Background: an optimization exercise with open tools, aiming at small area, a short achievable clock period and few clock cycles per item. Do not read the settings as production practice.
The RTL was checked by simulation tests, not by an equivalence proof against the original design.

[run.sh]
#!/bin/bash
# synth_recipe.tcl (not shown) runs the flow's synth.tcl, then flattens the netlist and writes it again
# the make line also repeats each setting of config.mk as NAME=value (left out here)
make -C /OpenROAD-flow-scripts/flow DESIGN_CONFIG=/design/flow/config.mk WORK_HOME=/design/flow/orfs CLKGATE_MAP_FILE= SYNTH_SCRIPT=/design/flow/synth_recipe.tcl finish
[config.mk]
export PLATFORM = sky130hd
export DESIGN_NAME = RCL
export DESIGN_NICKNAME = RCL
export VERILOG_FILES = /design/flow/design.v
export SDC_FILE = /design/flow/constraint.sdc
export NUM_CORES = 4
export LEC_CHECK = 0
export CAP_MARGIN = 20
export CORE_MARGIN = 2
export CORE_UTILIZATION = 40
export CTS_CLUSTER_DIAMETER = 500
export CTS_CLUSTER_SIZE = 50
export SLEW_MARGIN = 20
export SYNTH_HIERARCHICAL = 1
[constraint.sdc]
create_clock -name core_clock -period 80.0 [get_ports {clk}]
set_input_delay 16.0000 -clock core_clock [delete_from_list [all_inputs] [get_ports {clk}]]
set_output_delay 16.0000 -clock core_clock [all_outputs]
set_load 0.01 [all_outputs]
[design.v]
module RCL(
    clk,
    rst_n,
    in_valid,
    coef_Q,
    coef_L,
    out_valid,
    out
);
input clk, rst_n, in_valid;
input [4:0] coef_Q, coef_L;
output reg out_valid;
output reg [1:0] out;
reg [4:0] l1, q1;
reg [9:0] x, d;
reg [1:0] cnt;
wire first = cnt[0] & ~cnt[1];    
wire third = cnt[0] & cnt[1];     
wire nfirst = ~first;
wire [4:0] qm = third ? 5'd1 : q1;
wire [9:0] x_next, d_next;
wire [2:0] s_hi;
wire [6:0] s_lo;
wire [14:0] f;
wire n1 = ~(x[0] & nfirst);
wire n2 = ~(l1[0] & qm[0]);
wire n3 = n1 ^ n2;
wire n4 = ~(n1 | n2);
wire n5 = ~(x[1] & nfirst);
wire n6 = ~(l1[0] & qm[1]);
wire n7 = ~(l1[1] & qm[0]);
wire n8, n9;
RCL_fa un8 (.a(n5), .b(n6), .c(n7), .s(n8), .co(n9));
wire n10 = ~n4;
wire n11 = n10 ^ n8;
wire n12 = ~(n10 | n8);
wire n13 = ~(x[2] & nfirst);
wire n14 = ~(l1[0] & qm[2]);
wire n15, n16;
RCL_fa un15 (.a(n13), .b(n14), .c(n9), .s(n15), .co(n16));
wire n17 = ~(l1[1] & qm[1]);
wire n18 = ~(l1[2] & qm[0]);
wire n19, n20;
RCL_fa un19 (.a(n17), .b(n18), .c(n15), .s(n19), .co(n20));
wire n21 = ~n12;
wire n22 = n21 ^ n19;
wire n23 = ~(n21 | n19);
wire n24 = ~(x[3] & nfirst);
wire n25, n26;
RCL_fa un25 (.a(n24), .b(n16), .c(n20), .s(n25), .co(n26));
wire n27 = ~(l1[0] & qm[3]);
wire n28 = ~(l1[1] & qm[2]);
wire n29, n30;
RCL_fa un29 (.a(n27), .b(n28), .c(n25), .s(n29), .co(n30));
wire n31 = ~(l1[2] & qm[1]);
wire n32 = ~(l1[3] & qm[0]);
wire n33, n34;
RCL_fa un33 (.a(n31), .b(n32), .c(n29), .s(n33), .co(n34));
wire n35 = ~n23;
wire n36 = n35 ^ n33;
wire n37 = ~(n35 | n33);
wire n38 = ~(x[4] & nfirst);
wire n39 = ~(l1[1] & qm[3]);
wire n40, n41;
RCL_fa un40 (.a(n38), .b(n39), .c(n26), .s(n40), .co(n41));
wire n42, n43;
RCL_fa un42 (.a(n30), .b(n40), .c(n34), .s(n42), .co(n43));
wire n44 = ~(l1[0] & qm[4]);
wire n45 = ~(l1[4] & qm[0]);
wire n46, n47;
RCL_fa un46 (.a(n44), .b(n45), .c(n37), .s(n46), .co(n47));
wire n48 = ~(l1[2] & qm[2]);
wire n49 = ~(l1[3] & qm[1]);
wire n50, n51;
RCL_fa un50 (.a(n48), .b(n49), .c(n42), .s(n50), .co(n51));
wire n52 = ~n46;
wire n53 = n52 ^ n50;
wire n54 = ~(n52 | n50);
wire n55, n56;
RCL_ha un55 (.a(n41), .b(n43), .s(n55), .co(n56));
wire n57 = ~(x[5] & nfirst);
wire n58 = ~(l1[2] & qm[3]);
wire n59 = ~(l1[3] & qm[2]);
wire n60, n61;
RCL_fa un60 (.a(n57), .b(n58), .c(n59), .s(n60), .co(n61));
wire n62, n63;
RCL_fa un62 (.a(n60), .b(n55), .c(n51), .s(n62), .co(n63));
wire n64 = ~(l1[1] & qm[4]);
wire n65, n66;
RCL_fa un65 (.a(n64), .b(n47), .c(n54), .s(n65), .co(n66));
wire n67 = ~(l1[4] & qm[1]);
wire n68 = ~n62;
wire n69, n70;
RCL_fa un69 (.a(n67), .b(n68), .c(n65), .s(n69), .co(n70));
wire n71, n72;
RCL_fa un71 (.a(n61), .b(n56), .c(n63), .s(n71), .co(n72));
wire n73 = ~(l1[2] & qm[4]);
wire n74, n75;
RCL_fa un74 (.a(n73), .b(n66), .c(n70), .s(n74), .co(n75));
wire n76 = ~(x[6] & nfirst);
wire n77 = ~(l1[3] & qm[3]);
wire n78, n79;
RCL_fa un78 (.a(n76), .b(n77), .c(n71), .s(n78), .co(n79));
wire n80 = ~(l1[4] & qm[2]);
wire n81 = ~n78;
wire n82, n83;
RCL_fa un82 (.a(n80), .b(n81), .c(n74), .s(n82), .co(n83));
wire n84 = ~(x[7] & nfirst);
wire n85, n86;
RCL_fa un85 (.a(n84), .b(n72), .c(n79), .s(n85), .co(n86));
wire n87 = ~(l1[3] & qm[4]);
wire n88, n89;
RCL_fa un88 (.a(n87), .b(n75), .c(n83), .s(n88), .co(n89));
wire n90 = ~(l1[4] & qm[3]);
wire n91 = ~n85;
wire n92, n93;
RCL_fa un92 (.a(n90), .b(n91), .c(n88), .s(n92), .co(n93));
wire n94 = ~n86;
wire n95, n96;
RCL_fa un95 (.a(n94), .b(n89), .c(n93), .s(n95), .co(n96));
wire n97 = ~(x[8] & nfirst);
wire n98 = ~(l1[4] & qm[4]);
wire n99 = ~n95;
wire n100, n101;
RCL_fa un100 (.a(n97), .b(n98), .c(n99), .s(n100), .co(n101));
wire n102 = ~(x[9] & nfirst);
wire n103 = n102 ^ n101;
wire n104 = ~n96;
wire n105 = n104 ^ n103;
wire n106 = (d[0] & nfirst);
wire n107, n108;
RCL_ha un107 (.a(l1[0]), .b(n106), .s(n107), .co(n108));
wire n109 = (d[1] & nfirst);
wire n110, n111;
RCL_ha un110 (.a(n109), .b(n108), .s(n110), .co(n111));
wire n112 = (l1[0] & l1[1]);
wire n113, n114;
RCL_fa un113 (.a(l1[1]), .b(n112), .c(n111), .s(n113), .co(n114));
wire n115 = (d[2] & nfirst);
wire n116, n117;
RCL_ha un116 (.a(n115), .b(n113), .s(n116), .co(n117));
wire n118 = (l1[0] & l1[2]);
wire n119, n120;
RCL_fa un119 (.a(n118), .b(n114), .c(n117), .s(n119), .co(n120));
wire n121 = (d[3] & nfirst);
wire n122, n123;
RCL_ha un122 (.a(n121), .b(n119), .s(n122), .co(n123));
wire n124, n125;
RCL_fa un124 (.a(l1[2]), .b(n120), .c(n123), .s(n124), .co(n125));
wire n126 = ~(l1[0] & l1[3]);
wire n127 = ~(l1[1] & l1[2]);
wire n128 = ~(d[4] & nfirst);
wire n129, n130;
RCL_fa un129 (.a(n126), .b(n127), .c(n128), .s(n129), .co(n130));
wire n131 = ~n129;
wire n132, n133;
RCL_ha un132 (.a(n131), .b(n124), .s(n132), .co(n133));
wire n134 = n125 ^ n133;
wire n135 = ~(n125 | n133);
wire n136 = ~(l1[1] & l1[3]);
wire n137, n138;
RCL_fa un137 (.a(n136), .b(n130), .c(n134), .s(n137), .co(n138));
wire n139 = (l1[0] & l1[4]);
wire n140 = ~(~d[5] & nfirst);
wire n141, n142;
RCL_fa un141 (.a(n139), .b(n140), .c(n137), .s(n141), .co(n142));
wire n143, n144;
RCL_fa un143 (.a(n135), .b(n138), .c(n142), .s(n143), .co(n144));
wire n145 = ~(l1[1] & l1[4]);
wire n146 = (l1[2] & l1[3]);
wire n147, n148;
RCL_fa un147 (.a(l1[3]), .b(n145), .c(n146), .s(n147), .co(n148));
wire n149 = ~(~d[6] & nfirst);
wire n150 = ~n147;
wire n151, n152;
RCL_fa un151 (.a(n149), .b(n150), .c(n143), .s(n151), .co(n152));
wire n153 = ~(d[7] & nfirst);
wire n154, n155;
RCL_fa un154 (.a(n153), .b(n144), .c(n152), .s(n154), .co(n155));
wire n156 = ~(l1[2] & l1[4]);
wire n157 = ~n154;
wire n158, n159;
RCL_fa un158 (.a(n156), .b(n148), .c(n157), .s(n158), .co(n159));
wire n160 = ~(l1[3] & l1[4]);
wire n161 = (d[8] & nfirst);
wire n162, n163;
RCL_fa un162 (.a(l1[4]), .b(n160), .c(n161), .s(n162), .co(n163));
wire n164 = ~n155;
wire n165, n166;
RCL_fa un165 (.a(n162), .b(n164), .c(n159), .s(n165), .co(n166));
wire n167 = (d[9] & nfirst);
wire n168 = n167 ^ n163;
wire n169 = ~n168;
wire n170 = n169 ^ n166;
wire n171 = ~(q1[0] & d[0]);
wire n172 = n171 ^ n3;
wire n173 = ~(n171 | n3);
wire n174 = (q1[0] & d[1]);
wire n175, n176;
RCL_ha un175 (.a(n174), .b(n173), .s(n175), .co(n176));
wire n177 = (q1[1] & d[0]);
wire n178 = n177 ^ n175;
wire n179 = ~(n177 | n175);
wire n180 = n11 ^ n179;
wire n181 = ~(n11 | n179);
wire n182 = ~(n3 & n11);
wire n183, n184;
RCL_fa un183 (.a(n182), .b(n176), .c(n180), .s(n183), .co(n184));
wire n185 = ~(q1[0] & d[2]);
wire n186 = ~(q1[1] & d[1]);
wire n187 = ~(q1[2] & d[0]);
wire n188, n189;
RCL_fa un188 (.a(n185), .b(n186), .c(n187), .s(n188), .co(n189));
wire n190 = ~n188;
wire n191 = n190 ^ n183;
wire n192 = ~(n190 | n183);
wire n193 = ~(q1[0] & d[3]);
wire n194 = n193 ^ n189;
wire n195 = ~(n193 | n189);
wire n196, n197;
RCL_fa un196 (.a(n194), .b(n181), .c(n184), .s(n196), .co(n197));
wire n198 = ~(q1[1] & d[2]);
wire n199 = ~(q1[2] & d[1]);
wire n200, n201;
RCL_fa un200 (.a(n198), .b(n199), .c(n192), .s(n200), .co(n201));
wire n202 = ~(q1[3] & d[0]);
wire n203 = ~n196;
wire n204, n205;
RCL_fa un204 (.a(n202), .b(n203), .c(n200), .s(n204), .co(n205));
wire n206 = (n3 & n22);
wire n207, n208;
RCL_ha un207 (.a(n206), .b(n204), .s(n207), .co(n208));
wire n209 = ~(q1[0] & d[4]);
wire n210 = n209 ^ n22;
wire n211 = ~(n209 | n22);
wire n212 = ~(n11 & n22);
wire n213, n214;
RCL_fa un213 (.a(n195), .b(n212), .c(n210), .s(n213), .co(n214));
wire n215 = ~n201;
wire n216, n217;
RCL_fa un216 (.a(n213), .b(n197), .c(n215), .s(n216), .co(n217));
wire n218 = ~(q1[1] & d[3]);
wire n219 = ~(q1[2] & d[2]);
wire n220 = ~(q1[3] & d[1]);
wire n221, n222;
RCL_fa un221 (.a(n218), .b(n219), .c(n220), .s(n221), .co(n222));
wire n223, n224;
RCL_fa un223 (.a(n221), .b(n205), .c(n208), .s(n223), .co(n224));
wire n225 = ~(q1[4] & d[0]);
wire n226 = ~n216;
wire n227, n228;
RCL_fa un227 (.a(n225), .b(n226), .c(n223), .s(n227), .co(n228));
wire n229 = (n3 & n36);
wire n230, n231;
RCL_ha un230 (.a(n229), .b(n227), .s(n230), .co(n231));
wire n232 = ~(q1[1] & d[4]);
wire n233 = ~(q1[2] & d[3]);
wire n234, n235;
RCL_fa un234 (.a(n232), .b(n233), .c(n222), .s(n234), .co(n235));
wire n236 = ~n234;
wire n237, n238;
RCL_fa un237 (.a(n236), .b(n211), .c(n214), .s(n237), .co(n238));
wire n239 = ~(n11 & n36);
wire n240, n241;
RCL_fa un240 (.a(n237), .b(n239), .c(n217), .s(n240), .co(n241));
wire n242 = ~(q1[3] & d[2]);
wire n243, n244;
RCL_fa un243 (.a(n242), .b(n224), .c(n228), .s(n243), .co(n244));
wire n245 = ~(q1[4] & d[1]);
wire n246, n247;
RCL_fa un246 (.a(n245), .b(n231), .c(n243), .s(n246), .co(n247));
wire n248 = ~(n3 & n53);
wire n249 = ~n246;
wire n250, n251;
RCL_fa un250 (.a(n240), .b(n248), .c(n249), .s(n250), .co(n251));
wire n252 = (q1[0] & ~d[5]);
wire n253 = n252 ^ n250;
wire n254 = ~(n252 | n250);
wire n255 = ~(q1[2] & d[4]);
wire n256 = ~(q1[3] & d[3]);
wire n257, n258;
RCL_fa un257 (.a(n255), .b(n256), .c(n235), .s(n257), .co(n258));
wire n259 = ~(q1[4] & d[2]);
wire n260, n261;
RCL_fa un260 (.a(n259), .b(n257), .c(n36), .s(n260), .co(n261));
wire n262 = ~(n22 & n36);
wire n263, n264;
RCL_fa un263 (.a(n238), .b(n262), .c(n241), .s(n263), .co(n264));
wire n265 = ~n263;
wire n266, n267;
RCL_fa un266 (.a(n260), .b(n265), .c(n244), .s(n266), .co(n267));
wire n268 = ~n251;
wire n269, n270;
RCL_fa un269 (.a(n247), .b(n266), .c(n268), .s(n269), .co(n270));
wire n271 = ~(q1[0] & ~d[6]);
wire n272, n273;
RCL_fa un272 (.a(n271), .b(n254), .c(n269), .s(n272), .co(n273));
wire n274 = ~(n11 & n53);
wire n275 = ~(n3 & n69);
wire n276 = ~n272;
wire n277, n278;
RCL_fa un277 (.a(n274), .b(n275), .c(n276), .s(n277), .co(n278));
wire n279 = (q1[1] & ~d[5]);
wire n280 = n279 ^ n277;
wire n281 = ~(n279 | n277);
wire n282 = ~(q1[0] & d[7]);
wire n283, n284;
RCL_fa un283 (.a(n282), .b(n258), .c(n261), .s(n283), .co(n284));
wire n285 = ~(q1[3] & d[4]);
wire n286 = ~(q1[4] & d[3]);
wire n287, n288;
RCL_fa un287 (.a(n285), .b(n286), .c(n283), .s(n287), .co(n288));
wire n289 = ~n264;
wire n290, n291;
RCL_fa un290 (.a(n289), .b(n287), .c(n267), .s(n290), .co(n291));
wire n292 = ~(q1[1] & ~d[6]);
wire n293, n294;
RCL_fa un293 (.a(n292), .b(n290), .c(n270), .s(n293), .co(n294));
wire n295 = ~n278;
wire n296, n297;
RCL_fa un296 (.a(n273), .b(n293), .c(n295), .s(n296), .co(n297));
wire n298 = ~(q1[2] & ~d[5]);
wire n299, n300;
RCL_fa un299 (.a(n298), .b(n281), .c(n296), .s(n299), .co(n300));
wire n301 = ~(n22 & n53);
wire n302 = ~(n11 & n69);
wire n303 = ~(n3 & n82);
wire n304, n305;
RCL_fa un304 (.a(n301), .b(n302), .c(n303), .s(n304), .co(n305));
wire n306 = ~n304;
wire n307, n308;
RCL_ha un307 (.a(n306), .b(n299), .s(n307), .co(n308));
wire n309 = n53 ^ n284;
wire n310 = ~(n53 | n284);
wire n311 = ~(q1[0] & d[8]);
wire n312 = ~(q1[1] & d[7]);
wire n313 = ~(q1[4] & d[4]);
wire n314, n315;
RCL_fa un314 (.a(n311), .b(n312), .c(n313), .s(n314), .co(n315));
wire n316 = ~n309;
wire n317, n318;
RCL_fa un317 (.a(n314), .b(n316), .c(n288), .s(n317), .co(n318));
wire n319 = ~(q1[2] & ~d[6]);
wire n320, n321;
RCL_fa un320 (.a(n319), .b(n317), .c(n291), .s(n320), .co(n321));
wire n322 = ~(n36 & n53);
wire n323 = ~(n22 & n69);
wire n324, n325;
RCL_fa un324 (.a(n322), .b(n323), .c(n305), .s(n324), .co(n325));
wire n326, n327;
RCL_fa un326 (.a(n320), .b(n294), .c(n297), .s(n326), .co(n327));
wire n328, n329;
RCL_fa un328 (.a(n300), .b(n326), .c(n308), .s(n328), .co(n329));
wire n330 = (q1[3] & ~d[5]);
wire n331 = ~(n11 & n82);
wire n332, n333;
RCL_fa un332 (.a(n330), .b(n331), .c(n324), .s(n332), .co(n333));
wire n334 = ~(n3 & n92);
wire n335 = ~n332;
wire n336, n337;
RCL_fa un336 (.a(n334), .b(n335), .c(n328), .s(n336), .co(n337));
wire n338 = ~(q1[0] & d[9]);
wire n339 = ~(q1[1] & d[8]);
wire n340, n341;
RCL_fa un340 (.a(n338), .b(n339), .c(n315), .s(n340), .co(n341));
wire n342 = ~(q1[2] & d[7]);
wire n343, n344;
RCL_fa un343 (.a(n342), .b(n340), .c(n318), .s(n343), .co(n344));
wire n345 = ~n310;
wire n346, n347;
RCL_fa un346 (.a(n345), .b(n343), .c(n321), .s(n346), .co(n347));
wire n348 = ~(n36 & n69);
wire n349 = ~(n22 & n82);
wire n350, n351;
RCL_fa un350 (.a(n348), .b(n349), .c(n325), .s(n350), .co(n351));
wire n352 = ~n346;
wire n353, n354;
RCL_fa un353 (.a(n352), .b(n333), .c(n350), .s(n353), .co(n354));
wire n355, n356;
RCL_fa un355 (.a(n327), .b(n329), .c(n337), .s(n355), .co(n356));
wire n357 = ~(n11 & n92);
wire n358 = ~n353;
wire n359, n360;
RCL_fa un359 (.a(n357), .b(n358), .c(n355), .s(n359), .co(n360));
wire n361 = ~(q1[3] & ~d[6]);
wire n362 = ~(q1[4] & ~d[5]);
wire n363, n364;
RCL_fa un363 (.a(n361), .b(n362), .c(n359), .s(n363), .co(n364));
wire n365 = ~(q1[1] & d[9]);
wire n366 = n365 ^ n341;
wire n367 = ~(n365 | n341);
wire n368 = ~(q1[2] & d[8]);
wire n369, n370;
RCL_fa un369 (.a(n368), .b(n69), .c(n344), .s(n369), .co(n370));
wire n371 = ~(q1[3] & d[7]);
wire n372, n373;
RCL_fa un372 (.a(n371), .b(n369), .c(n347), .s(n372), .co(n373));
wire n374 = ~(n53 & n69);
wire n375, n376;
RCL_fa un375 (.a(n366), .b(n374), .c(n351), .s(n375), .co(n376));
wire n377 = ~(n36 & n82);
wire n378, n379;
RCL_fa un378 (.a(n377), .b(n354), .c(n375), .s(n378), .co(n379));
wire n380, n381;
RCL_fa un380 (.a(n372), .b(n356), .c(n360), .s(n380), .co(n381));
wire n382 = ~(n22 & n92);
wire n383, n384;
RCL_fa un383 (.a(n382), .b(n364), .c(n380), .s(n383), .co(n384));
wire n385 = ~(q1[4] & ~d[6]);
wire n386 = ~n378;
wire n387, n388;
RCL_fa un387 (.a(n385), .b(n386), .c(n383), .s(n387), .co(n388));
wire n389 = ~(q1[2] & d[9]);
wire n390 = ~(q1[3] & d[8]);
wire n391 = ~(q1[4] & d[7]);
wire n392, n393;
RCL_fa un392 (.a(n389), .b(n390), .c(n391), .s(n392), .co(n393));
wire n394, n395;
RCL_fa un394 (.a(n392), .b(n370), .c(n373), .s(n394), .co(n395));
wire n396, n397;
RCL_fa un396 (.a(n367), .b(n376), .c(n379), .s(n396), .co(n397));
wire n398, n399;
RCL_fa un398 (.a(n394), .b(n381), .c(n384), .s(n398), .co(n399));
wire n400 = ~(n36 & n92);
wire n401, n402;
RCL_fa un401 (.a(n400), .b(n388), .c(n398), .s(n401), .co(n402));
wire n403 = ~(n53 & n82);
wire n404 = ~n401;
wire n405, n406;
RCL_fa un405 (.a(n403), .b(n396), .c(n404), .s(n405), .co(n406));
wire n407 = ~(q1[3] & d[9]);
wire n408 = ~(q1[4] & d[8]);
wire n409, n410;
RCL_fa un409 (.a(n407), .b(n408), .c(n393), .s(n409), .co(n410));
wire n411, n412;
RCL_fa un411 (.a(n409), .b(n82), .c(n395), .s(n411), .co(n412));
wire n413, n414;
RCL_fa un413 (.a(n411), .b(n399), .c(n402), .s(n413), .co(n414));
wire n415 = ~(n69 & n82);
wire n416, n417;
RCL_fa un416 (.a(n415), .b(n397), .c(n406), .s(n416), .co(n417));
wire n418 = ~(n53 & n92);
wire n419 = ~n416;
wire n420, n421;
RCL_fa un420 (.a(n418), .b(n413), .c(n419), .s(n420), .co(n421));
wire n422 = ~(q1[4] & d[9]);
wire n423, n424;
RCL_fa un423 (.a(n422), .b(n410), .c(n412), .s(n423), .co(n424));
wire n425, n426;
RCL_fa un425 (.a(n423), .b(n414), .c(n421), .s(n425), .co(n426));
wire n427 = ~(n69 & n92);
wire n428 = ~n417;
wire n429, n430;
RCL_fa un429 (.a(n427), .b(n428), .c(n425), .s(n429), .co(n430));
wire n431 = ~(n82 & n92);
wire n432 = n92 ^ n431 ^ n424;
wire n433 = n432 ^ n426 ^ n430;
wire n434 = ~n100;
assign x_next = {n105, n434, n92, n82, n69, n53, n36, n22, n11, n3};
assign d_next = {n170, n165, n158, n151, n141, n132, n122, n116, n110, n107};
assign s_hi = {n105, ~n100, n92};
assign s_lo = {n82, n69, n53, n36, n22, n11, n3};
assign f = {n433, n429, n420, ~n405, n387, n363, n336, n307, n280, n253, n230, n207, n191, n178, ~n172};
wire big = ~((s_hi == 3'b000) | ((s_hi == 3'b111) & (s_lo != 7'd0)));
wire lt = ~big & f[14];
wire eq = ~big & (f == 15'd0);
always @(posedge clk) begin
	l1 <= coef_L;
	q1 <= coef_Q;
	x <= x_next;
	d <= d_next;
end
always @(posedge clk or negedge rst_n) begin
	if (!rst_n) begin
		cnt <= 2'd0;
		out_valid <= 1'b0;
		out <= 2'd0;
	end else begin
		cnt <= in_valid ? cnt + 2'd1 : 2'd0;
		out_valid <= third;
		out <= third ? {lt, eq} : 2'd0;
	end
end
endmodule
module RCL_fa(a, b, c, s, co);
input a, b, c;
output s, co;
assign s = a ^ b ^ c;
assign co = (a & b) | (a & c) | (b & c);
endmodule
module RCL_ha(a, b, s, co);
input a, b;
output s, co;
assign s = a ^ b;
assign co = a & b;
endmodule
==> out/qor.txt, run 1 <==
Routed Wire Length -> 7.71 mm
Critical path endpoint category -> output pin
Yosys top cell area share -> 49.1%
WS Path Type -> reg2out
Std-Cell Rows -> 37
Layout Skew -> 0.0140 ns
Die area -> 11300 µm²
Area leader, netlist -> fa_1
Hold Slack -> 0.470 ns
Setup crit start kind -> flop
Antenna-violating nets left -> 0
Met2 wire length -> 4.02 mm
Met3 WL post-DR -> 261 µm
Hpwl dp -> 6.25 mm
Top routing layer in use -> met4
Hold Path Class -> reg2reg
Syn Area/Cell -> 10.8 µm²
Setup Buffers After CTS -> 0
Number of I/O pins -> 16
Ratio of cells with drive above 1 in the final layout -> 3.23%
Highest net fanout along the worst path -> 1
CP required -> 64.00 ns
Largest net degree at the start of global routing -> 21
Starting Density -> 40.9%
Gpl congestion -> 0.768
Critical Path, Cell by Cell -> clkdlybuf4s50_1
Clock Latency Late Sink -> 0.29 ns
Post-synth EDFFs -> 0
Wirelength per Cell -> 14.3 µm
Slew Viols, Final -> 0
Seq/Total Area, Yosys -> 17.3%
Unrepaired setup endpoints after global routing -> no
M1 WL -> 3.35 mm
Data arrival, critical path -> 1.15 ns
DR iter-0 viols -> 52
Die height -> 107 µm
# hold bufs at CTS -> 0
Total GRT Usage -> 15.7%
Core ar. -> 10300 µm²
Post-route clock period utilization -> 21.4%
Tmin final -> 17.15 ns
CTS clk-pin slew, worst paths -> 0.08 ns
Via count of the first global-routing pass -> 2774
TritonCTS clock tree -> yes
Via density -> 4.72
Post-Syn Area -> 4200 µm²
Warnings, synthesis -> 7
Outcome -> finished clean
Setup violators final -> 0
Netlist cell types -> 28
Ranking of synthesized cells by area -> fa_1, dfxtp_1, ha_1, nand2_1, inv_1
Placement Setup Slack -> 63.16 ns
Total gr overflow -> 0
Chip width -> 107 µm
Worst slew pin tran -> 0.661 ns
PostCTS Resize Cnt -> 0
Rel. slew slack -> 55.9%
Total number of H-tree levels -> 2
Highest Clock Rate -> 58.3 MHz
Antenna diodes -> 0
Setup TNS -> 0 ns
Max cap viols -> 0
CP delay by family, top -> buffers and inverters
Number of synthesized register bits -> 35
Largest stage delay, worst path -> 0.53 ns
Final Hold Viols -> 0
Input/output buffers -> 15
Post-synthesis cell count -> 390
Fin nets -> 545
Drt drc -> 0
CTS sink cnt -> 35
CP max stage cell -> clkdlybuf4s50_1
Fillers -> 1009
Post-route setup slack -> 62.85 ns
Root Driver -> clkbuf_8
Worst path bufs/invs -> 1
Clk buf depth -> 2
Initial antenna violation count -> 0
DR pass1 iterations -> 4
Main synth FF type -> dfxtp_1
Detailed-route via count -> 2539
Area delta synth->final -> 8.69%
Mapped Nets -> 534
Num CTS Buffers -> 5
First-pass GRT wire length -> 13.8 mm
Async set or reset register ratio after synthesis -> 14.3%
-- modules after synthesis (local to each module, per instance) --
module / cell area, µm² / times used
RCL_ha: 12.5 / 10
RCL: 2020 / 1
RCL_fa: 20.0 / 103
-- layer usage --
metal / GRT usage (%) / vias up
li1: - / 1179
met1: 21.6 / 1315
met2: 27.0 / 38
met3: 1.78 / 7
met4: 2.88 / 0
met5: 0 / -
-- metrics by stage --
step / instances / util [%] / area, µm²
finish: 538 / 44.4 / 4570
global route: 538 / 44.4 / 4570
CTS: 538 / 44.4 / 4570
detailed placement: 530 / 43.6 / 4480
global placement: 530 / 43.6 / 4480
floorplan: 390 / - / 4200
-- logic make-up after synthesis --
group,after synthesis,share of synthesized area [%]
buf+inv,63,5.86
mux,1,0.238
simple gates,147,16.8
fa+ha+maj,131,57.4
compound gates,6,0.774
flops,35,17.3
xor+xnor,7,1.64
-- path summary, 6_finish.rpt --
kind	start	endpoint	slack, ns	cells past startpoint
worst max-delay path	out[1]	out[1]	62.85	1
worst min-delay path	cnt[0]	cnt[0]	0.47	1
worst max register to register	cnt[0]	out[0]	63.63	47
worst min register to register	cnt[0]	cnt[0]	0.47	1
max in group asynchronous	rst_n	out[1]	63.91	1
min in group asynchronous	rst_n	cnt[0]	15.91	1
-- synthesized netlist by cell type, drive strengths merged (3+ instances only) --
master and instances:
ha 28, nor2b 16, inv 49, nand2 86
buf 6, dfxtp 30, xnor2 6, fa 103
nor2 3, and2 10, o21ai 4, dfrtp 5
clkbuf 8, nand2b 21
-- sequential cells by signal, indices dropped and copies added (netlist names) --
register / flops
d: 10
x: 10
l1: 5
cnt: 2
q1: 5
out: 2
out_valid: 1
-- layout by cell type (no fill, tap or decap), drive strengths merged, types with 2 or more instances in the layout --
cell type,instances
and2,10
buf,3
clkbuf,6
clkdlybuf4s50,15
dfrtp,5
dfxtp,30
fa,103
ha,28
inv,49
nand2,86
nand2b,21
nor2,3
nor2b,16
nor4,2
nor4b,2
o21ai,4
or2,2
xnor2,6
-- cell type report --
cell class / instances / area, µm² / share of cell area, %
sequential: 35 / 726 / 15.9
inverter: 49 / 184 / 4.03
clock inverter: 2 / 12.5 / 0.274
timing repair buffer: 18 / 173 / 3.78
multi-input combinational: 292 / 3230 / 70.7
clock buffer: 6 / 72.6 / 1.59
tap: 136 / 170 / 3.73
Testbench counts, summed over its fixed seeds: cycles 11,992, items 2,400.
==> run 2: changes to the inputs <==
--- a/config.mk
+++ b/config.mk
@@ -9,6 +9,4 @@
 export CORE_MARGIN = 2
 export CORE_UTILIZATION = 40
-export CTS_CLUSTER_DIAMETER = 500
-export CTS_CLUSTER_SIZE = 50
 export SLEW_MARGIN = 20
 export SYNTH_HIERARCHICAL = 1
==> out/qor.txt, run 2 <==
Outcome -> finished clean
Setup violators final -> 0
Ranking of synthesized cells by area -> fa_1, dfxtp_1, ha_1, nand2_1, inv_1
Post-synth EDFFs -> 0
Clock Latency Late Sink -> 0.29 ns
Via count of the first global-routing pass -> 2774
Highest Clock Rate -> 58.3 MHz
Detailed-route via count -> 2539
Hpwl dp -> 6.25 mm
Area delta synth->final -> 8.69%
Setup crit start kind -> flop
WS Path Type -> reg2out
FF-to-FF End -> out[0]
First-pass GRT wire length -> 13.8 mm
CP max stage cell -> clkdlybuf4s50_1
Total number of H-tree levels -> 2
Largest stage delay, worst path -> 0.53 ns
Critical path endpoint category -> output pin
Largest net degree at the start of global routing -> 21
DR iter-0 viols -> 52
Main synth FF type -> dfxtp_1
Drt drc -> 0
Slew Viols, Final -> 0
Num CTS Buffers -> 5
# hold bufs at CTS -> 0
CP required -> 64.00 ns
Largest registers -> d: 10 flops, x: 10 flops
TritonCTS clock tree -> yes
DR pass1 iterations -> 4
Met3 WL post-DR -> 261 µm
Most common cell after layout, fill and taps aside -> fa_1
Multi-input combinational cell area -> 3230 µm²
Tmin final -> 17.15 ns
Setup Buffers After CTS -> 0
Final Hold Viols -> 0
Total GRT Usage -> 15.7%
Number of synthesized register bits -> 35
Register area -> 726 µm²
Ratio of cells with drive above 1 in the final layout -> 3.23%
Routed Wire Length -> 7.71 mm
Launch point of the worst reg-to-reg path -> cnt[0]
PostCTS Resize Cnt -> 0
Async set or reset register ratio after synthesis -> 14.3%
Antenna-violating nets left -> 0
Die height -> 107 µm
Post-Syn Area -> 4200 µm²
Worst path bufs/invs -> 1
Area leader, netlist -> fa_1
Levels on crit path -> 1
Worst Setup EP -> out[1]
Seq/Total Area, Yosys -> 17.3%
Most frequent cells in the layout -> fa_1, nand2_1, inv_1
Die area -> 11300 µm²
Critical Path, Cell by Cell -> clkdlybuf4s50_1
Rel. slew slack -> 55.9%
Layout Skew -> 0.0140 ns
Number of I/O pins -> 16
Clk buf depth -> 2
Post-synthesis cell count -> 390
Hold Path Class -> reg2reg
R2R Setup Slk -> 63.63 ns
Chip width -> 107 µm
Wirelength per Cell -> 14.3 µm
Initial antenna violation count -> 0
CTS clk-pin slew, worst paths -> 0.08 ns
Met2 wire length -> 4.02 mm
Syn Area/Cell -> 10.8 µm²
Starting Density -> 40.9%
Std-Cell Rows -> 37
Cells on worst reg2reg path -> 47
Data arrival, critical path -> 1.15 ns
Max cap viols -> 0
Top routing layer in use -> met4
Yosys top cell area share -> 49.1%
Unrepaired setup endpoints after global routing -> no
Worst slew pin tran -> 0.661 ns
Commonest cells in the synthesized netlist -> fa_1, nand2_1, inv_1, dfxtp_1, ha_1
Setup TNS -> 0 ns
Input/output buffers -> 15
Core ar. -> 10300 µm²
Fillers -> 1009
Mapped Nets -> 534
Antenna diodes -> 0
Highest net fanout along the worst path -> 1
Fin nets -> 545
Total gr overflow -> 0
Post-route clock period utilization -> 21.4%
M1 WL -> 3.35 mm
Crit path from -> out[1]
Netlist cell types -> 28
Gpl congestion -> 0.768
Via density -> 4.72
CTS sink cnt -> 35
Root Driver -> clkbuf_8
Warnings, synthesis -> 7
Count leader, synth -> fa_1
CP delay by family, top -> buffers and inverters
[run 2: cell counts in the layout (fill, tap and decap cells not counted)]
Identical to the previous run, type by type.
[run 2: logic make-up after synthesis]
logic type | Yosys count | synth area share, %
xor+xnor | 7 | 1.64
simple gates | 147 | 16.8
buf+inv | 63 | 5.86
flops | 35 | 17.3
mux | 1 | 0.238
fa+ha+maj | 131 | 57.4
compound gates | 6 | 0.774
[run 2: Yosys stat by module, one instance, submodules excluded]
module / area (µm²) / flops+latches / copies in the design / cells inside
RCL: 2020 / 35 / 1 / 277
RCL_fa: 20.0 / 0 / 103 / 1
RCL_ha: 12.5 / 0 / 10 / 1
[run 2: metrics by stage]
step                      setup WS (ns)  hold slack (ns)  instances  utilization, %  instance area [µm²]
after floorplan                   63.62            0.437        390               -                 4200
after global placement            63.17            0.457        530            43.6                 4480
after detailed placement          63.16            0.468        530            43.6                 4480
after CTS                         62.84            0.482        538            44.4                 4570
after global routing              62.81            0.507        538            44.4                 4570
final                             62.85            0.470        538            44.4                 4570
[run 2: worst min-delay path by stage]
stage	slack [ns]	start	depth (start not counted)	to
after detailed placement	0.47	cnt[0]	1	cnt[0]
final	0.47	cnt[0]	1	cnt[0]
after CTS	0.48	cnt[0]	1	cnt[0]
after global placement	0.46	cnt[0]	1	cnt[0]
after global routing	0.51	cnt[0]	1	cnt[0]
after floorplan	0.44	cnt[0]	1	cnt[0]
[run 2: metal layers]
layer	vias to the layer above	global-route usage, %
li1	1179	-
met1	1315	21.6
met2	38	27.0
met3	7	1.78
met4	0	2.88
met5	-	0
[run 2: final cells by class]
cell class / count / area share (%)
inverters: 49 / 4.03
multi-input cells: 292 / 70.7
well taps: 136 / 3.73
clock inverters: 2 / 0.274
clock buffers: 6 / 1.59
flip-flops and latches: 35 / 15.9
repair buffers: 18 / 3.78
==> run 3: changes to the inputs <==
==> flow/run.sh (new file) <==
#!/bin/bash
# Standard layout, with the port buffers made of sky130_fd_sc_hd__buf_1 cells.
set -euo pipefail
echo 'export BUFFER_PORTS_ARGS = -buffer_cell sky130_fd_sc_hd__buf_1' >> config.mk
bash standard.sh > standard.log 2>&1
==> standard.sh (new file) <==
#!/bin/bash
# synth_recipe.tcl (not shown) runs the flow's synth.tcl, then flattens the netlist and writes it again
# the make line also repeats each setting of config.mk as NAME=value (left out here)
make -C /OpenROAD-flow-scripts/flow DESIGN_CONFIG=/design/flow/config.mk WORK_HOME=/design/flow/orfs CLKGATE_MAP_FILE= SYNTH_SCRIPT=/design/flow/synth_recipe.tcl "${@:-finish}"
--- a/config.mk
+++ b/config.mk
@@ -11,2 +11,3 @@
 export SLEW_MARGIN = 20
 export SYNTH_HIERARCHICAL = 1
+export BUFFER_PORTS_ARGS = -buffer_cell sky130_fd_sc_hd__buf_1
removed: run.sh
==> out/qor.txt, run 3 <==
Outcome -> finished clean
Highest net fanout along the worst path -> 1
Chip width -> 107 µm
Setup Buffers After CTS -> 0
Hold Path Class -> reg2reg
Multiplexer share of the synthesized area -> 0.238%
Ranking of synthesized cells by area -> fa_1, dfxtp_1, ha_1, nand2_1, inv_1
Design Area, Final -> 4470 µm²
Number of I/O pins -> 16
DR pass1 iterations -> 4
Post-synthesis cell count -> 390
Clock Latency Late Sink -> 0.31 ns
Seq/Total Area, Yosys -> 17.3%
Total gr overflow -> 0
Data arrival, critical path -> 0.79 ns
Syn Area/Cell -> 10.8 µm²
Max cap viols -> 0
Dpl cell area -> 4380 µm²
CP max stage cell -> dfrtp_1
Total number of H-tree levels -> 2
Worst path bufs/invs -> 1
# hold bufs at CTS -> 0
Worst slew pin tran -> 0.693 ns
Routed Wire Length -> 7.82 mm
Area delta synth->final -> 6.28%
Adder-Cell Fraction of Synth Area -> 57.4%
Wirelength per Cell -> 14.6 µm
Total GRT Usage -> 16.1%
Slew Viols, Final -> 0
Via count of the first global-routing pass -> 2868
CP required -> 64.00 ns
Post-Syn Area -> 4200 µm²
Std-Cell Rows -> 37
Largest registers -> d: 10 flops, x: 10 flops
Rel. slew slack -> 53.7%
Setup crit start kind -> flop
Setup violators final -> 0
WS Path Type -> reg2out
Commonest cells in the synthesized netlist -> fa_1, nand2_1, inv_1, dfxtp_1, ha_1
Share of the core filled with cells -> 43.5%
Core ar. -> 10300 µm²
Final Hold Viols -> 0
Netlist cell types -> 28
First-pass GRT wire length -> 14.0 mm
Input/output buffers -> 15
Via density -> 4.74
CP delay by family, top -> flip-flops
Post-route clock period utilization -> 21.0%
Setup TNS -> 0 ns
Met3 WL post-DR -> 172 µm
Detailed-route via count -> 2545
Most common cell after layout, fill and taps aside -> fa_1
Initial antenna violation count -> 0
Yosys top cell area share -> 49.1%
TritonCTS clock tree -> yes
Main combinational cell family by area after synthesis -> adder cells
Fin nets -> 544
Die area -> 11300 µm²
Root Driver -> clkbuf_8
Largest stage delay, worst path -> 0.36 ns
Warnings, synthesis -> 7
Met2 wire length -> 4.07 mm
Gpl congestion -> 0.779
Mapped Nets -> 534
PostCTS Resize Cnt -> 0
M1 WL -> 3.49 mm
Synthesized-area fraction occupied by xor and xnor cells -> 1.64%
Critical path endpoint category -> output pin
Simple-gate share of the synthesized area -> 16.8%
CTS clk-pin slew, worst paths -> 0.08 ns
Antenna diodes -> 0
Highest Clock Rate -> 59.6 MHz
Layout Skew -> 0.0135 ns
Area leader, netlist -> fa_1
Starting Density -> 40.9%
Main synth FF type -> dfxtp_1
Num CTS Buffers -> 5
Count leader, synth -> fa_1
DR iter-0 viols -> 70
Clk buf depth -> 2
Number of synthesized register bits -> 35
Die height -> 107 µm
Unrepaired setup endpoints after global routing -> no
Critical Path, Cell by Cell -> buf_1
Largest net degree at the start of global routing -> 21
Drt drc -> 0
CTS sink cnt -> 35
Most frequent cells in the layout -> fa_1, nand2_1, inv_1
Tmin final -> 16.79 ns
Ratio of cells with drive above 1 in the final layout -> 2.99%
Top routing layer in use -> met4
Async set or reset register ratio after synthesis -> 14.3%
Synth Area in Compound Gates -> 0.774%
Post-synth EDFFs -> 0
Hpwl dp -> 6.32 mm
Antenna-violating nets left -> 0
[run 3: changes by cell type in the layout (fill, tap and decap cells not counted)]
cell | before | now
buf_4 | 3 | 2
buf_1 | 0 | 15
clkdlybuf4s50_1 | 15 | 0
[run 3: routing by layer]
metal  vias up  GRT usage [%]
li1       1181              -
met1      1335           21.1
met2        22           28.3
met3         7           2.27
met4         0           3.90
met5         -              0
[run 3: final timing paths]
path / startpoint / endpoint / slack, ns / cells past startpoint
worst max-delay path: out[0] / out[0] / 63.21 / 1
worst min-delay path: cnt[0] / cnt[0] / 0.47 / 1
worst max register to register: cnt[0] / out[0] / 63.86 / 47
worst min register to register: cnt[0] / cnt[0] / 0.47 / 1
max in group asynchronous: rst_n / cnt[1] / 64.25 / 1
min in group asynchronous: rst_n / out[1] / 15.53 / 1
[run 3: cells by family after synthesis]
kind of cell,after synthesis
compound gates,6
mux,1
simple gates,147
flops,35
buf+inv,63
xor+xnor,7
fa+ha+maj,131
[run 3: stage by stage]
stage               instances  setup slack, ns  hold WS [ns]
global route              537            63.16         0.518
floorplan                 390            63.62         0.437
global placement          529            63.54         0.455
finish                    537            63.21         0.472
CTS                       537            63.20         0.478
detailed placement        529            63.54         0.467
[run 3: Yosys stat by module, one instance, submodules excluded]
module | cells inside | times used | flops+latches
RCL | 277 | 1 | 35
RCL_fa | 1 | 103 | 0
RCL_ha | 1 | 10 | 0
[run 3: area by class of cell]
cell class | count | area, µm²
Clock inverter | 2 | 12.5
Tap cell | 136 | 170
Sequential cell | 35 | 726
Timing Repair Buffer | 17 | 71.3
Fill cell | 1037 | 5810
Inverter | 49 | 184
Multi-Input combinational cell | 292 | 3230
Clock buffer | 6 | 72.6
==> run 4: changes to the inputs <==
==> flow/run.sh (replaced) <==
#!/bin/bash
# Standard layout, with the port buffers made of sky130_fd_sc_hd__buf_2 cells.
set -euo pipefail
echo 'export BUFFER_PORTS_ARGS = -buffer_cell sky130_fd_sc_hd__buf_2' >> config.mk
bash standard.sh > standard.log 2>&1
--- a/config.mk
+++ b/config.mk
@@ -11,3 +11,3 @@
 export SLEW_MARGIN = 20
 export SYNTH_HIERARCHICAL = 1
-export BUFFER_PORTS_ARGS = -buffer_cell sky130_fd_sc_hd__buf_1
+export BUFFER_PORTS_ARGS = -buffer_cell sky130_fd_sc_hd__buf_2
==> out/qor.txt, run 4 <==
Critical Path, Cell by Cell -> buf_2
Die height -> 107 µm
Largest stage delay, worst path -> 0.36 ns
Main synth FF type -> dfxtp_1
Warnings, synthesis -> 7
Antenna-violating nets left -> 0
Slew Viols, Final -> 0
Number of synthesized register bits -> 35
First-pass GRT wire length -> 13.8 mm
Outcome -> finished clean
WS Path Type -> reg2out
Antenna diodes -> 0
Fillers -> 1011
Root Driver -> clkbuf_8
CP delay by family, top -> flip-flops
Count leader, synth -> fa_1
GR peak layer -> met2
Total number of H-tree levels -> 2
Multi-input combinational cell area -> 3230 µm²
Data arrival, critical path -> 0.80 ns
Cells on worst reg2reg path -> 47
Final Hold Viols -> 0
Commonest cells in the synthesized netlist -> fa_1, nand2_1, inv_1, dfxtp_1, ha_1
Largest net degree at the start of global routing -> 21
Setup TNS -> 0 ns
Setup violators final -> 0
DR pass1 iterations -> 4
Post-route clock period utilization -> 21.0%
Yosys top cell area share -> 49.1%
Layout Skew -> 0.0142 ns
Num CTS Buffers -> 5
Highest net fanout along the worst path -> 1
Worst slew pin tran -> 0.666 ns
Die area -> 11300 µm²
Async set or reset register ratio after synthesis -> 14.3%
CP required -> 64.00 ns
Most common cell after layout, fill and taps aside -> fa_1
Launch point of the worst reg-to-reg path -> cnt[0]
Post-synthesis cell count -> 390
Design Area, Final -> 4490 µm²
Total gr overflow -> 0
Via density -> 4.75
Starting Density -> 40.9%
FF-to-FF End -> out[0]
Post-synth EDFFs -> 0
PostCTS Resize Cnt -> 0
Hold Slack -> 0.461 ns
Input/output buffers -> 15
Ranking of synthesized cells by area -> fa_1, dfxtp_1, ha_1, nand2_1, inv_1
Critical path endpoint category -> output pin
Total GRT Usage -> 15.9%
CP max stage cell -> dfrtp_1
Non-Filler Instances -> 538
Hpwl dp -> 6.36 mm
Detailed-route via count -> 2553
Area leader, netlist -> fa_1
Placed instance count -> 530
TritonCTS clock tree -> yes
Tmin final -> 16.80 ns
Core ar. -> 10300 µm²
Setup Buffers After CTS -> 0
Hold worst-path end -> cnt[0]
Ratio of cells with drive above 1 in the final layout -> 6.97%
Dpl cell area -> 4410 µm²
Area delta synth->final -> 6.91%
DR iter-0 viols -> 100
Fin nets -> 545
Most frequent cells in the layout -> fa_1, nand2_1, inv_1
Via count of the first global-routing pass -> 2850
Drt drc -> 0
R2R Setup Slk -> 63.75 ns
Setup crit start kind -> flop
Mapped Nets -> 534
GR met2 Demand/Resource -> 27.8%
Largest registers -> d: 10 flops, x: 10 flops
Number of I/O pins -> 16
# hold bufs at CTS -> 0
M3 GR Usage -> 2.58%
Max cap viols -> 0
Wirelength per Cell -> 14.6 µm
Chip width -> 107 µm
Netlist cell types -> 28
Initial antenna violation count -> 0
Register area -> 726 µm²
Rel. slew slack -> 55.6%
CTS sink cnt -> 35
Hold Crit Depth -> 1
Post-Syn Area -> 4200 µm²
Clock Latency Late Sink -> 0.30 ns
Hold Crit Start -> cnt[0]
Worst path bufs/invs -> 1
Routed Wire Length -> 7.86 mm
Highest Clock Rate -> 59.5 MHz
Syn Area/Cell -> 10.8 µm²
Std-Cell Rows -> 37
Seq/Total Area, Yosys -> 17.3%
CTS clk-pin slew, worst paths -> 0.09 ns
Gpl congestion -> 0.786
Unrepaired setup endpoints after global routing -> no
Met1 GRT Util -> 20.2%
Hold Path Class -> reg2reg
Clk buf depth -> 2
run 4: logic make-up (layout without fill, tap and decap cells):
kind of cell	Yosys count	count (layout)	synth area share, %
compound gates	6	6	0.774
simple gates	147	147	16.8
fa+ha+maj	131	131	57.4
xor+xnor	7	7	1.64
flops	35	35	17.3
buf+inv	63	75	5.86
mux	1	1	0.238
run 4: area by class of cell:
type | instances | share of cell area (%)
clock inverters | 2 | 0.278
flip-flops and latches | 35 | 16.2
clock buffers | 6 | 1.62
repair buffers | 18 | 2.17
well taps | 136 | 3.79
multi-input cells | 292 | 71.9
inverters | 49 | 4.09
run 4: through the flow:
step | worst slack, ns | util (%)
floorplan | 63.62 | -
global placement | 63.54 | 42.9
detailed placement | 63.53 | 42.9
CTS | 63.18 | 43.7
global route | 63.14 | 43.7
finish | 63.20 | 43.7
run 4: layer usage:
layer	share of wire, %	vias up
li1	-	1178
met1	44	1330
met2	52	38
met3	2.4	7
met4	1.5	0
met5	0	-
run 4: Yosys stat by module, one instance, submodules excluded:
module	times used	area, µm²	cells inside	flip-flops and latches
RCL	1	2020	277	35
RCL_ha	10	12.5	1	0
RCL_fa	103	20.0	1	0
run 4: worst max path at each step:
| stage | depth (start not counted) | slack [ns] | end | start |
|---|---|---|---|---|
| 2_1_floorplan | 0 | 63.62 | out[0] | out[0] |
| 3_3_place_gp | 1 | 63.54 | out[0] | out[0] |
| 3_5_place_dp | 1 | 63.53 | out[1] | out[1] |
| 4_1_cts | 1 | 63.18 | out[1] | out[1] |
| 5_1_grt | 47 | 63.14 | out[0] | cnt[0] |
| 6_report | 1 | 63.20 | out[1] | out[1] |

==> static timing again, ports no longer ideal <==
Ports are ideal in the flow. The routed layouts listed here were re-timed in OpenROAD.
Step 1 assumes that a clkbuf_16 drives the clock port and a buf_2 every other input.
Step 2 adds t to the input delays and takes it off the output delays; t is the mean of the earliest and latest rising clock arrival at the registers after step 1. Input paths then give back, and output paths get back, about the clock's delay inside the block.
Three values: no drivers, after step 1, after step 2; two values: the first two.
run	t (ns)	setup WS [ns]	worst setup path after step 2
run 1	0.313	62.852 / 62.822 / 63.135	register to output
run 2	0.313	62.852 / 62.822 / 63.135	register to output
run 3	0.330	63.208 / 63.181 / 63.511	register to output
run 4	0.329	63.200 / 63.166 / 63.495	register to output
After both steps setup and hold are still met in every run listed.
